Context: an optimization exercise on an open-source flow, tuned for small area. The choices shown serve that exercise and are no tape-out recipe. In this exercise RTL edits were held to simulation tests only and were not proved equivalent to the original. Power is estimated from default activity; no workload was simulated.

Setup of run K:
==> module SID_filter, before the edit <==
module SID_filter(
	output [14:0] sample_out,
	input [11:0] sample_1,
	input [11:0] sample_2,
	input [11:0] sample_3,
	input [10:0] reg_fc,
	input [7:0] res_filt,
	input [7:0] mode_vol,
	input clk,
	input clk_enable,
	input rst,
	input [2:0] filter_step,
	output sample_ready
);
wire filt_1 = res_filt[0];
wire filt_2 = res_filt[1];
wire filt_3 = res_filt[2];
wire three_off = mode_vol[7];
wire hp = mode_vol[6];
wire bp = mode_vol[5];
wire lp = mode_vol[4];
reg [15:0] sample_acc;
assign sample_out = sample_acc[15:1];
reg [25:0] high;
reg [31:0] band;
reg [25:0] low;
reg [3:0]  res_c;    
reg [10:0] fc_c;     
reg [5:0]  fc2_lo;   
reg f2_c, f3_c;      
reg hp_c, lp_c, bp_c;
reg [25:0] acc;      
wire [2:0] st = filter_step;
reg [10:0] res_lut;
always @(*) begin
	case(st == 0 ? res_filt[7:4] : res_c)
		0: res_lut = 11'h5a8;
		1: res_lut = 11'h52b;
		2: res_lut = 11'h4c2;
		3: res_lut = 11'h468;
		4: res_lut = 11'h41b;
		5: res_lut = 11'h3d8;
		6: res_lut = 11'h39d;
		7: res_lut = 11'h368;
		8: res_lut = 11'h339;
		9: res_lut = 11'h30f;
		10: res_lut = 11'h2e9;
		11: res_lut = 11'h2c6;
		12: res_lut = 11'h2a7;
		13: res_lut = 11'h28a;
		14: res_lut = 11'h270;
		15: res_lut = 11'h257;
	endcase
end
reg [5:0] digit;
always @(*) begin
	case(st)
		0: digit = {1'b0, res_lut[10:6]};
		1: digit = res_lut[5:0];
		3: digit = fc_c[5:0];
		5: digit = fc2_lo;
		default: digit = {1'b0, fc_c[10:6]};
	endcase
end
wire second = st[0];
wire [31:0] mul_b = {band[31:26], st[2] ? high : band[25:0]};
wire [31:0] prod;
macc_6x32 macc(.d(digit), .b(mul_b), .acc(acc), .add_acc(second), .p(prod));
reg [11:0] filt_add;
always @(*) begin
	case(st[1:0])
		0: filt_add = filt_1 ? sample_1 : 12'h000;
		1: filt_add = f2_c ? sample_2 : 12'h000;
		default: filt_add = f3_c ? sample_3 : 12'h000;
	endcase
end
wire [25:0] filt_x = {13'h0000, filt_add, 1'b0};
wire [25:0] prod_term = {{14{acc[19]}}, acc[19:8]};
reg [25:0] sub_a, sub_b;
always @(*) begin
	case(st)
		0, 4: sub_a = low;
		2: sub_a = {{4{acc[25]}}, acc[25:4]};
		6: sub_a = band[25:0];
		default: sub_a = high;
	endcase
	case(st)
		0, 1: sub_b = filt_x;
		2: sub_b = ~high;
		3: sub_b = ~filt_x;
		default: sub_b = ~prod_term;
	endcase
end
wire [31:0] sub_out;
cs_add #(32, 16) sub(.a({band[31:26], sub_a}), .b({{6{!(acc[19] && st == 6)}}, sub_b}), .ci(st[2] || st[1]), .s(sub_out));
reg [15:0] acc_add;
always @(*) begin
	case(st)
		1: acc_add = {3'b000, sample_1, 1'b0};
		2: acc_add = {3'b000, sample_2, 1'b0};
		3: acc_add = {3'b000, sample_3, 1'b0};
		5: acc_add = high[15:0];
		6: acc_add = low[15:0];
		default: acc_add = band[15:0];
	endcase
end
wire [15:0] sample_acc_next;
rc_add #(16) sacc_add(.a(sample_acc), .b(acc_add), .ci(1'b0), .s(sample_acc_next), .co());
assign sample_ready = st == 0;
always @(posedge clk) begin
	if(rst) begin
		band        <= 0;
		low         <= 0;
	end else if(clk_enable) begin
		if(!(st[2] && st[1])) acc <= second ? prod[31:6] : prod[25:0];
		case(st)
			0: begin
				high <= sub_out[25:0];
				res_c <= res_filt[7:4];
				f2_c <= filt_2;
				f3_c <= filt_3;
				sample_acc <= 16'h8000;
			end
			1: begin
				high <= sub_out[25:0];
				fc_c <= reg_fc;
				hp_c <= hp;
				if(!filt_1) sample_acc <= sample_acc_next;
			end
			2: begin
				high <= sub_out[25:0];
				fc_c[10:6] <= reg_fc[10:6];
				fc2_lo <= reg_fc[5:0];
				lp_c <= lp;
				if(!filt_2) sample_acc <= sample_acc_next;
			end
			3: begin
				high <= sub_out[25:0];
				bp_c <= bp;
				if(!filt_3 && !three_off) sample_acc <= sample_acc_next;
			end
			4: begin
				low <= sub_out[25:0];
			end
			5: begin
				if(hp_c) sample_acc <= sample_acc_next;
			end
			6: begin
				band <= sub_out;
				if(lp_c) sample_acc <= sample_acc_next;
			end
			7: begin
				if(bp_c) sample_acc <= sample_acc_next;
			end
		endcase
	end
end
endmodule
==> flow/config.mk <==
export PLATFORM = sky130hd
export DESIGN_NAME = sid_top
export DESIGN_NICKNAME = sid_top
export VERILOG_FILES = /design/flow/design.v
export SDC_FILE = /design/flow/constraint.sdc
export NUM_CORES = 4
export LEC_CHECK = 0
export CAP_MARGIN = 20
export CORE_MARGIN = 2
export CORE_UTILIZATION = 40
export SLEW_MARGIN = 20
==> flow/constraint.sdc <==
create_clock -name core_clock -period 15.0 [get_ports {clk}]
set_input_delay 3.0000 -clock core_clock [delete_from_list [all_inputs] [get_ports {clk}]]
set_output_delay 3.0000 -clock core_clock [all_outputs]
set_load 0.01 [all_outputs]
standard.sh (not shown) runs the stock make flow with config.mk's settings and CLKGATE_MAP_FILE= SYNTH_SCRIPT=/design/flow/synth_recipe.tcl, a recipe that flattens the netlist after the stock synthesis.
==> flow/flow/run.sh <==
#!/bin/bash
# The standard layout, with clock tree synthesis told not to add dummy loads
# (cells that only balance the clock tree) and to use small leaf buffers.
set -euo pipefail
export CTS_ARGS="-sink_clustering_enable -repair_clock_nets -dont_use_dummy_load -buf_list sky130_fd_sc_hd__clkbuf_4 -sink_clustering_size 8 -sink_clustering_max_diameter 40"
bash standard.sh > standard_flow.log 2>&1
Here is what was changed in the inputs of run X compared with run K.
-- flow/design.v --
<<< run K, line 262
reg [31:0] band;
reg [25:0] low;
reg [3:0]  res_c;    
reg [10:0] fc_c;     
reg [5:0]  fc2_lo;   
reg f2_c, f3_c;      
reg hp_c, lp_c, bp_c;
>>> run X, line 262
reg [31:0] band;
reg [25:0] low;
reg [5:0]  digit_r;  
reg [5:0]  fc_lo;    
reg [4:0]  fc_hi;    
reg f2_c, f3_c;      
reg hp_c, lp_c, bp_c;
<<< run K, line 271
reg [10:0] res_lut;
always @(*) begin
	case(st == 0 ? res_filt[7:4] : res_c)
		0: res_lut = 11'h5a8;
		1: res_lut = 11'h52b;
>>> run X, line 271
reg [10:0] res_lut;
always @(*) begin
	case(res_filt[7:4])
		0: res_lut = 11'h5a8;
		1: res_lut = 11'h52b;
<<< run K, line 290
	endcase
end
reg [5:0] digit;
always @(*) begin
	case(st)
		0: digit = {1'b0, res_lut[10:6]};
		1: digit = res_lut[5:0];
		3: digit = fc_c[5:0];
		5: digit = fc2_lo;
		default: digit = {1'b0, fc_c[10:6]};
	endcase
end
wire second = st[0];
wire [31:0] mul_b = {band[31:26], st[2] ? high : band[25:0]};
>>> run X, line 290
	endcase
end
wire [5:0] digit = st == 0 ? {1'b0, res_lut[10:6]} : digit_r;
wire second = st[0];
wire [31:0] mul_b = {band[31:26], st[2] ? high : band[25:0]};
<<< run K, line 354
			0: begin
				high <= sub_out[25:0];
				res_c <= res_filt[7:4];
				f2_c <= filt_2;
				f3_c <= filt_3;
>>> run X, line 345
			0: begin
				high <= sub_out[25:0];
				digit_r <= res_lut[5:0];
				f2_c <= filt_2;
				f3_c <= filt_3;
<<< run K, line 361
			1: begin
				high <= sub_out[25:0];
				fc_c <= reg_fc;
				hp_c <= hp;
				if(!filt_1) sample_acc <= sample_acc_next;
>>> run X, line 352
			1: begin
				high <= sub_out[25:0];
				digit_r <= {1'b0, reg_fc[10:6]};
				fc_lo <= reg_fc[5:0];
				hp_c <= hp;
				if(!filt_1) sample_acc <= sample_acc_next;
<<< run K, line 367
			2: begin
				high <= sub_out[25:0];
				fc_c[10:6] <= reg_fc[10:6];
				fc2_lo <= reg_fc[5:0];
				lp_c <= lp;
				if(!filt_2) sample_acc <= sample_acc_next;
			end
			3: begin
				high <= sub_out[25:0];
				bp_c <= bp;
>>> run X, line 359
			2: begin
				high <= sub_out[25:0];
				digit_r <= fc_lo;
				fc_lo <= reg_fc[5:0];
				fc_hi <= reg_fc[10:6];
				lp_c <= lp;
				if(!filt_2) sample_acc <= sample_acc_next;
			end
			3: begin
				digit_r <= {1'b0, fc_hi};
				high <= sub_out[25:0];
				bp_c <= bp;
<<< run K, line 378
			end
			4: begin
				low <= sub_out[25:0];
			end
>>> run X, line 372
			end
			4: begin
				digit_r <= fc_lo;
				low <= sub_out[25:0];
			end
==> run summary <==
- Per the comparison of run X with run K, final critical-path required period dropped 0.14 ns; clock skew moved down; proportion of total power due to net switching saw an increase.
- Run X -> run K: height of the die flat
- On run X: number of synthesized flops with an enable pin is 4 lower than what run K gave.
- Result for run X and run K: all clean
- ~same die area in run X and run K
- In the tables for run X and run K, part of the total power dissipated in the clock network reads lower with run X.
- Diff run K -> run X | total power of the final layout | increase of 6.0%
- The global-route usage over all layers was comparable across run X and run K.
- Run X ends up with a critical path depth that is 5.7% lower than in run K.
- Of run X and run K, run X shows the lower ratio of cells with drive above 1 in the final layout, with run K above it.

Another version of the RTL of sid_top (not shown whole).
For scale: ~5,100 cells after synthesis, roughly 780 flip-flops, roughly 30 I/O pins.
==> module SID_filter, before the edit <==
module SID_filter(
	output [14:0] sample_out,
	input [11:0] sample_1,
	input [11:0] sample_2,
	input [11:0] sample_3,
	input [10:0] reg_fc,
	input [7:0] res_filt,
	input [7:0] mode_vol,
	input clk,
	input clk_enable,
	input rst,
	input [2:0] filter_step,
	output sample_ready
);
wire filt_1 = res_filt[0];
wire filt_2 = res_filt[1];
wire filt_3 = res_filt[2];
wire three_off = mode_vol[7];
wire hp = mode_vol[6];
wire bp = mode_vol[5];
wire lp = mode_vol[4];
reg [15:0] sample_acc;
assign sample_out = sample_acc[15:1];
reg [25:0] high;
reg [31:0] band;
reg [25:0] low;
reg [3:0]  res_c;    
reg [10:0] fc_c;     
reg hp_c, lp_c, bp_c;
reg f2_c, f3_c;      
reg [25:0] acc;
reg [10:0] res_lut;
always @(*) begin
	case(res_c)
		0: res_lut = 11'h5a8;
		1: res_lut = 11'h52b;
		2: res_lut = 11'h4c2;
		3: res_lut = 11'h468;
		4: res_lut = 11'h41b;
		5: res_lut = 11'h3d8;
		6: res_lut = 11'h39d;
		7: res_lut = 11'h368;
		8: res_lut = 11'h339;
		9: res_lut = 11'h30f;
		10: res_lut = 11'h2e9;
		11: res_lut = 11'h2c6;
		12: res_lut = 11'h2a7;
		13: res_lut = 11'h28a;
		14: res_lut = 11'h270;
		15: res_lut = 11'h257;
	endcase
end
reg [5:0] digit;
always @(*) begin
	case(filter_step)
		1: digit = {1'b0, reg_fc[10:6]};
		3: digit = {1'b0, res_lut[10:6]};
		4: digit = res_lut[5:0];
		5: digit = {1'b0, fc_c[10:6]};
		default: digit = fc_c[5:0];
	endcase
end
wire second = !filter_step[0];    
wire [31:0] mul_b = {band[31:26], filter_step[2] && filter_step[1] || filter_step == 5 ? high : band[25:0]};
wire [31:0] prod = (second ? {acc, 6'h00} : 32'h0) + digit * mul_b;
wire step4 = filter_step == 4;
wire [31:0] sub_a = step4 ? {6'h00, {4{prod[31]}}, prod[31:10]} : (filter_step[2] ? band : {6'h00, low});
wire [31:0] sub_b = step4 ? {6'h00, high} : {{20{prod[25]}}, prod[25:14]};
wire [31:0] sub_out = sub_a - sub_b;
wire [25:0] high_next = sub_out[25:0];
wire [31:0] band_low_next = sub_out;
reg [11:0] filt_add;
always @(*) begin
	case(filter_step)
		0: filt_add = filt_1 ? sample_1 : 12'h000;
		1: filt_add = f2_c ? sample_2 : 12'h000;
		default: filt_add = f3_c ? sample_3 : 12'h000;
	endcase
end
wire [25:0] high_prep;
rc_add #(26) prep_add(.a(filter_step == 0 ? low : high), .b({13'h0000, filt_add, 1'b0}), .ci(1'b0), .s(high_prep), .co());
reg [15:0] acc_add;
always @(*) begin
	case(filter_step)
		1: acc_add = {3'b000, sample_1, 1'b0};
		2: acc_add = {3'b000, sample_2, 1'b0};
		3: acc_add = {3'b000, sample_3, 1'b0};
		5: acc_add = high[15:0];
		6: acc_add = low[15:0];
		default: acc_add = band[15:0];
	endcase
end
wire [15:0] sample_acc_next;
rc_add #(16) sacc_add(.a(sample_acc), .b(acc_add), .ci(1'b0), .s(sample_acc_next), .co());
assign sample_ready = filter_step == 0;
always @(posedge clk) begin
	if(rst) begin
		band        <= 0;
		low         <= 0;
	end else if(clk_enable) begin
		if(!second) acc <= prod[25:0];
		case(filter_step)
			0: begin
				high <= high_prep;
				f2_c <= filt_2;
				f3_c <= filt_3;
				res_c <= res_filt[7:4];
				sample_acc <= 16'h8000;
			end
			1: begin
				high <= high_prep;
				fc_c[5:0] <= reg_fc[5:0];
				hp_c <= hp;
				if(!filt_1) sample_acc <= sample_acc_next;
			end
			2: begin
				high <= high_prep;
				fc_c <= reg_fc;
				low <= band_low_next[25:0];
				lp_c <= lp;
				if(!filt_2) sample_acc <= sample_acc_next;
			end
			3: begin
				bp_c <= bp;
				if(!filt_3 && !three_off) sample_acc <= sample_acc_next;
			end
			4: begin
				high <= high_next;
			end
			5: begin
				if(hp_c) sample_acc <= sample_acc_next;
			end
			6: begin
				band <= band_low_next;
				if(lp_c) sample_acc <= sample_acc_next;
			end
			7: begin
				if(bp_c) sample_acc <= sample_acc_next;
			end
			default: begin
			end
		endcase
	end
end
endmodule
export LEC_CHECK = 0
export CAP_MARGIN = 20
export CORE_MARGIN = 2
export CORE_UTILIZATION = 40
export SLEW_MARGIN = 20
create_clock -name core_clock -period 15.0 [get_ports {clk}]
Scripts as last shown in full above: flow/flow/run.sh
Rerun with:
--- a/flow/design.v
+++ b/flow/design.v
@@ -298,27 +298,36 @@
 	endcase
 end
 wire second = !filter_step[0];    
 wire [31:0] mul_b = {band[31:26], filter_step[2] && filter_step[1] || filter_step == 5 ? high : band[25:0]};
 wire [31:0] prod = (second ? {acc, 6'h00} : 32'h0) + digit * mul_b;
 wire step4 = filter_step == 4;
-wire [31:0] sub_a = step4 ? {6'h00, {4{prod[31]}}, prod[31:10]} : (filter_step[2] ? band : {6'h00, low});
-wire [31:0] sub_b = step4 ? {6'h00, high} : {{20{prod[25]}}, prod[25:14]};
-wire [31:0] sub_out = sub_a - sub_b;
-wire [25:0] high_next = sub_out[25:0];
-wire [31:0] band_low_next = sub_out;
+wire prep = !filter_step[2] && filter_step != 2;
 reg [11:0] filt_add;
 always @(*) begin
-	case(filter_step)
+	case(filter_step[1:0])
 		0: filt_add = filt_1 ? sample_1 : 12'h000;
 		1: filt_add = f2_c ? sample_2 : 12'h000;
 		default: filt_add = f3_c ? sample_3 : 12'h000;
 	endcase
 end
-wire [25:0] high_prep;
-rc_add #(26) prep_add(.a(filter_step == 0 ? low : high), .b({13'h0000, filt_add, 1'b0}), .ci(1'b0), .s(high_prep), .co());
+reg [25:0] sub_a_lo, sub_b_lo;
+always @(*) begin
+	case(filter_step)
+		0, 2: sub_a_lo = low;
+		1, 3: sub_a_lo = high;
+		4: sub_a_lo = {{4{prod[31]}}, prod[31:10]};
+		default: sub_a_lo = band[25:0];
+	endcase
+	if(prep) sub_b_lo = ~{13'h0000, filt_add, 1'b0};
+	else if(step4) sub_b_lo = high;
+	else sub_b_lo = {{14{prod[25]}}, prod[25:14]};
+end
+wire [31:0] sub_out = {band[31:26], sub_a_lo} + ~{{6{prod[25] && !prep}}, sub_b_lo} + {31'h0, !prep};
+wire [25:0] high_next = sub_out[25:0];
+wire [31:0] band_low_next = sub_out;
 reg [15:0] acc_add;
 always @(*) begin
 	case(filter_step)
 		1: acc_add = {3'b000, sample_1, 1'b0};
 		2: acc_add = {3'b000, sample_2, 1'b0};
 		3: acc_add = {3'b000, sample_3, 1'b0};
@@ -335,32 +344,32 @@
 		band        <= 0;
 		low         <= 0;
 	end else if(clk_enable) begin
 		if(!second) acc <= prod[25:0];
 		case(filter_step)
 			0: begin
-				high <= high_prep;
+				high <= high_next;
 				f2_c <= filt_2;
 				f3_c <= filt_3;
 				res_c <= res_filt[7:4];
 				sample_acc <= 16'h8000;
 			end
 			1: begin
-				high <= high_prep;
+				high <= high_next;
 				fc_c[5:0] <= reg_fc[5:0];
 				hp_c <= hp;
 				if(!filt_1) sample_acc <= sample_acc_next;
 			end
 			2: begin
-				high <= high_prep;
 				fc_c <= reg_fc;
 				low <= band_low_next[25:0];
 				lp_c <= lp;
 				if(!filt_2) sample_acc <= sample_acc_next;
 			end
 			3: begin
+				high <= high_next;
 				bp_c <= bp;
 				if(!filt_3 && !three_off) sample_acc <= sample_acc_next;
 			end
 			4: begin
 				high <= high_next;
 			end
The changed run finished with timing, DRC and antenna clean.
Register-to-register slack improved by 0.67 ns.
Hold slack got worse by 0.015 ns.
Maximum frequency went up by a few percent.
Count of clock-buffer cells in the layout went up by 7.
Worst setup slack improved by 0.67 ns.
Via count went down by a few percent.
Final cell count went down by a few percent.
Utilization went down by 0.15 points.
Die area went down slightly.
Clock power barely changes.
Critical path depth went up by 2.
Sequential power hardly moves.
Global-route usage went down by 0.70 points.
Clock skew is about the same.

==> afterwards: timing with drivers on the ports <==
No port has a modelled driver above. Below, the same layouts with a new extraction and two added sets of constraints. Step 1 (the two cells are an assumption about what drives the block):
set clk [get_ports {clk}]
set_driving_cell -lib_cell sky130_fd_sc_hd__clkbuf_16 $clk
set_driving_cell -lib_cell sky130_fd_sc_hd__buf_2 [delete_from_list [all_inputs] $clk]
Step 2, shift: input delay + t, output delay - t, t = (earliest + latest rising clock arrival at the registers) / 2. This alone moves slack from input paths to output paths. Slacks: ideal ports / drivers / drivers and shift; pairs: ideal ports / drivers.
run	t, ns	setup WS [ns]	hold WS [ns]	worst setup path after step 2	pins driven straight from the clock port
run K	1.060	0.664 / 0.664 / 0.664	0.303 / 0.303 / 0.303	register to register	1
run X	1.090	0.803 / 0.803 / 0.803	0.381 / 0.381 / 0.381	register to register	1
the first run of note 2	1.116	0.990 / 0.990 / 0.990	0.361 / 0.361 / 0.361	register to register	1
the second run of note 2	1.080	1.663 / 1.663 / 1.663	0.346 / 0.346 / 0.346	register to register	1
After both steps every run listed still meets setup and hold.
